This is an optimization exercise on Yosys and OpenROAD, whose aim is small area, a short achievable clock period and few clock cycles, not a production implementation. Function was checked by simulation only, so behaviour that the tests miss may differ from the original.

==> inputs of trial 85 <==
## softmax
module softmax #(parameter
	ARITH_TYPE = 1,
	DATA_WIDTH = 32,
	INTEGER = 10,
	FRACTION = 22,
    E=8,
    M=23 )
    (
input  wire                  clk,
input  wire                  reset,
input  wire                  softmax_enable,
input  wire [DATA_WIDTH-1:0] in1,
input  wire [DATA_WIDTH-1:0] in2,
input  wire [DATA_WIDTH-1:0] in3,
input  wire [DATA_WIDTH-1:0] in4,
input  wire [DATA_WIDTH-1:0] max_input,
output wire [DATA_WIDTH-1:0] softmax_out_1,
output wire [DATA_WIDTH-1:0] softmax_out_2,
output wire [DATA_WIDTH-1:0] softmax_out_3,
output wire [DATA_WIDTH-1:0] softmax_out_4,
output reg                   softmax_output_ready
    );
clock: 15.0 ns
lec_check: 0
abc_area: 1
cap_margin: 20
core_margin: 2
core_utilization: 40
place_density: 0.6
slew_margin: 20
run.sh (not shown) runs the stock make flow with config.mk's settings and CLKGATE_MAP_FILE= SYNTH_SCRIPT=/design/flow/synth_recipe.tcl, a recipe that flattens the netlist after the stock synthesis.
==> build 79: changes against trial 85 <==
Settings changed: ABC_AREA 1 to unset.
==> build 72: changes against trial 85 <==
==> flow/flow/run.sh (new file) <==
#!/bin/bash
# Layout flow: the standard ORFS flow, unchanged, with its timing repair
# asked to leave extra setup slack (the design is signed off at the design's
# clock period as usual; the margin only makes repair_timing work harder on
# the critical register-to-register paths).
set -euo pipefail
MARGIN=$(cat flow/margin.txt 2>/dev/null || echo 8)
bash standard.sh SETUP_SLACK_MARGIN=$MARGIN finish > flow_make.log 2>&1
==> flow/flow/margin.txt (new file) <==
8
==> flow/standard.sh (new file) <==
#!/bin/bash
# synth_recipe.tcl (not shown) runs the flow's synth.tcl, then flattens the netlist and writes it again
# the make line also repeats each setting of config.mk as NAME=value (left out here)
make -C /OpenROAD-flow-scripts/flow DESIGN_CONFIG=/design/flow/config.mk WORK_HOME=/design/flow/orfs CLKGATE_MAP_FILE= SYNTH_SCRIPT=/design/flow/synth_recipe.tcl "${@:-finish}"
removed: flow/run.sh
==> comparison table <==
Number of logic inverters in the finished layout: trial 85 1,056; build 79 661; build 72 1,056
Setup slack of the most critical reg-to-reg path: trial 85 7.96 ns; build 79 6.93 ns; build 72 8.32 ns
Crit path buf inv count: trial 85 6; build 79 2; build 72 7
Top-area cell type share of the netlist area: trial 85 26.04%; build 79 27.16%; build 72 26.04%
Worst reg-to-reg path cell count: trial 85 26; build 79 23; build 72 24
Total of clock buffers placed in the layout: trial 85 37; build 79 42; build 72 37
Die Area: trial 85 97,630 sq um; build 79 93,640 sq um; build 72 97,630 sq um
Worst-skew pair later-pin latency: trial 85 0.60 ns; build 79 0.58 ns; build 72 0.60 ns
Global routing met2 resource utilization: trial 85 40.24%; build 79 38.53%; build 72 40.24%
Outcome: trial 85 no timing/DRC/antenna violations; build 79 no timing/DRC/antenna violations; build 72 no timing/DRC/antenna violations
Actual transition at the worst max-transition pin: trial 85 1.240 ns; build 79 1.221 ns; build 72 1.215 ns
Clock buffers and inverters, area share: trial 85 2.599%; build 79 3.026%; build 72 2.593%
Last element of the critical path: trial 85 s3_d[12]; build 79 s3_d[13]; build 72 s3_d[18]
First-pass GRT wire length: trial 85 188,400 microns; build 79 168,900 microns; build 72 188,400 microns
Die Y-Extent: trial 85 312.5 microns; build 79 306.0 microns; build 72 312.5 microns
XOR/XNOR Fraction of Synth Area: trial 85 10.45%; build 79 10.99%; build 72 10.45%
Buffers outside the clock class: trial 85 310; build 79 329; build 72 322
Wire length after detailed routing: trial 85 118,900 microns; build 79 106,200 microns; build 72 119,000 microns
Total vias in the final route: trial 85 33,029; build 79 29,289; build 72 33,040
Origin of the critical flop-to-flop path: trial 85 s2_sq[1]; build 79 s2_sq[9]; build 72 s2_sq[15]
Destination of the worst hold path: trial 85 o1[4]; build 79 o2[2]; build 72 o1[4]
Detailed-route wire length on metal 1: trial 85 49,570 microns; build 79 44,520 microns; build 72 49,850 microns
Fillers: trial 85 9,465; build 79 8,725; build 72 9,454
Met3 wire len: trial 85 10,240 microns; build 79 7389 microns; build 72 9806 microns
Initial DRC count: trial 85 2,714; build 79 2,844; build 72 2,650
Fraction of layout instances using a drive strength above 1: trial 85 3.845%; build 79 4.683%; build 72 4.198%
Testbench counts of trial 85, summed over its fixed seeds: cycles 16,808.
Testbench counts of build 79, summed over its fixed seeds: cycles 16,808.
Testbench counts of build 72, summed over its fixed seeds: cycles 16,808.

========
==> job 977 <==
Another version of the RTL of softmax (not shown whole).
==> flow/config.mk <==
export PLATFORM = sky130hd
export DESIGN_NAME = softmax
export DESIGN_NICKNAME = softmax
export VERILOG_FILES = /design/flow/design.v
export SDC_FILE = /design/flow/constraint.sdc
export NUM_CORES = 4
export LEC_CHECK = 0
export ABC_AREA = 1
export CAP_MARGIN = 20
export CORE_MARGIN = 2
export CORE_UTILIZATION = 40
export PLACE_DENSITY = 0.6
export SLEW_MARGIN = 20
export SYNTH_HIERARCHICAL = 1
export SYNTH_MINIMUM_KEEP_SIZE = 0
==> flow/constraint.sdc <==
create_clock -name core_clock -period 15.0 [get_ports {clk}]
set_input_delay 3.0000 -clock core_clock [delete_from_list [all_inputs] [get_ports {clk}]]
set_output_delay 3.0000 -clock core_clock [all_outputs]
set_load 0.01 [all_outputs]
standard.sh (not shown) runs the stock make flow with config.mk's settings and CLKGATE_MAP_FILE= SYNTH_SCRIPT=/design/flow/synth_recipe.tcl, a recipe that flattens the netlist after the stock synthesis.
==> flow/flow/run.sh <==
#!/bin/bash
# Layout flow: the standard ORFS flow (standard.sh, unchanged) with two
# settings passed on to make:
#  - BUFFER_PORTS_ARGS: every input and output port still gets its buffer, a
#    buf_1 (the smallest buffer) instead of the cell buffer_ports picks.
# make's full output goes to flow_make.log; ORFS keeps each step's log under
# orfs/logs.
set -euo pipefail
MARGIN=$(cat flow/margin.txt)
bash standard.sh "SETUP_SLACK_MARGIN=$MARGIN" \
  "BUFFER_PORTS_ARGS=-buffer_cell sky130_fd_sc_hd__buf_1" finish > flow_make.log 2>&1
==> flow/flow/margin.txt <==
9.5
==> job 8003: changes against job 977 <==
==> flow/flow/margin.txt (replaced) <==
9
--- a/flow/config.mk
+++ b/flow/config.mk
@@ -10,4 +10,4 @@
 export CORE_MARGIN = 2
-export CORE_UTILIZATION = 40
-export PLACE_DENSITY = 0.6
+export CORE_UTILIZATION = 30
+export PLACE_DENSITY = 0.5
 export SLEW_MARGIN = 20
==> notes <==
Job 8003 finished clean. Job 977 went through all stages and came out clean. Against job 8003, the non-clock buffer count of job 977 is higher by 75. Between job 977 and job 8003, the lower cell count is in job 977 (gap about 6%, measured against job 8003). In job 8003 the critical path depth is higher than in job 977, by 2. Between job 8003 and job 977, the lower count of clock-buffer cells in the layout is in job 8003 (gap 4).
==> figures <==
quantity                                                                     job 977                 job 8003
Nets@finish                                                                    5,123                    5,049
Maximum clock skew at final layout                                         0.0204 ns               0.00992 ns
Tmin final                                                                   5.70 ns                  5.80 ns
Total global-route track usage                                                 24.8%                    19.2%
Non-clk invs                                                                     499                      500
Worst reg-to-reg setup slack                                                 9.30 ns                  9.20 ns
Setup repair bufs after CTS                                                      115                       30
Run status                                                   complete, no violations  complete, no violations
Die Wd                                                                        293 µm                   338 µm
Post-Place Worst Slack                                                       8.16 ns                  8.10 ns
Clk tree area frac                                                             2.60%                    2.85%
Routed Wire Length                                                        110,000 µm               113,000 µm
Met1 routing resource usage after global routing                               31.0%                    25.3%
Delay contributed by the slowest stage of the critical path                  0.61 ns                  0.53 ns
Post-detail-place hpwl                                                     77,400 µm                82,300 µm
Multi-input combinational area share                                           68.5%                    68.6%
Testbench counts of job 977, summed over its fixed seeds: cycles 16,808.
Testbench counts of job 8003, summed over its fixed seeds: cycles 16,808.

[re-timing with driven ports]
No port has a modelled driver above. Below, the same layouts with a new extraction and two added sets of constraints.
Step 1 (the two cells are an assumption about what drives the block):
set clk [get_ports {clk}]
set_driving_cell -lib_cell sky130_fd_sc_hd__clkbuf_16 $clk
set_driving_cell -lib_cell sky130_fd_sc_hd__buf_2 [delete_from_list [all_inputs] $clk]
Step 2, shift: input delay + t, output delay - t, t = (earliest + latest rising clock arrival at the registers) / 2. This alone moves slack from input paths to output paths.
Slacks: no drivers / after step 1 / after step 2; pairs: no drivers / after step 1.
run | t (ns) | setup slack, ns | worst setup path after step 2
trial 85 | 0.659 | 7.963 / 7.963 / 7.963 | register to register
build 79 | 0.629 | 6.934 / 6.934 / 6.934 | register to register
build 72 | 0.655 | 8.320 / 8.320 / 8.320 | register to register
job 977 | 0.632 | 9.304 / 9.304 / 9.059 | input to register
job 8003 | 0.649 | 9.198 / 9.198 / 9.056 | input to register
After both steps setup and hold are still met in every run listed. For job 977, which loses most, drivers alone change the setup slack by 0.000 ns; drivers and shift together by -0.245 ns.
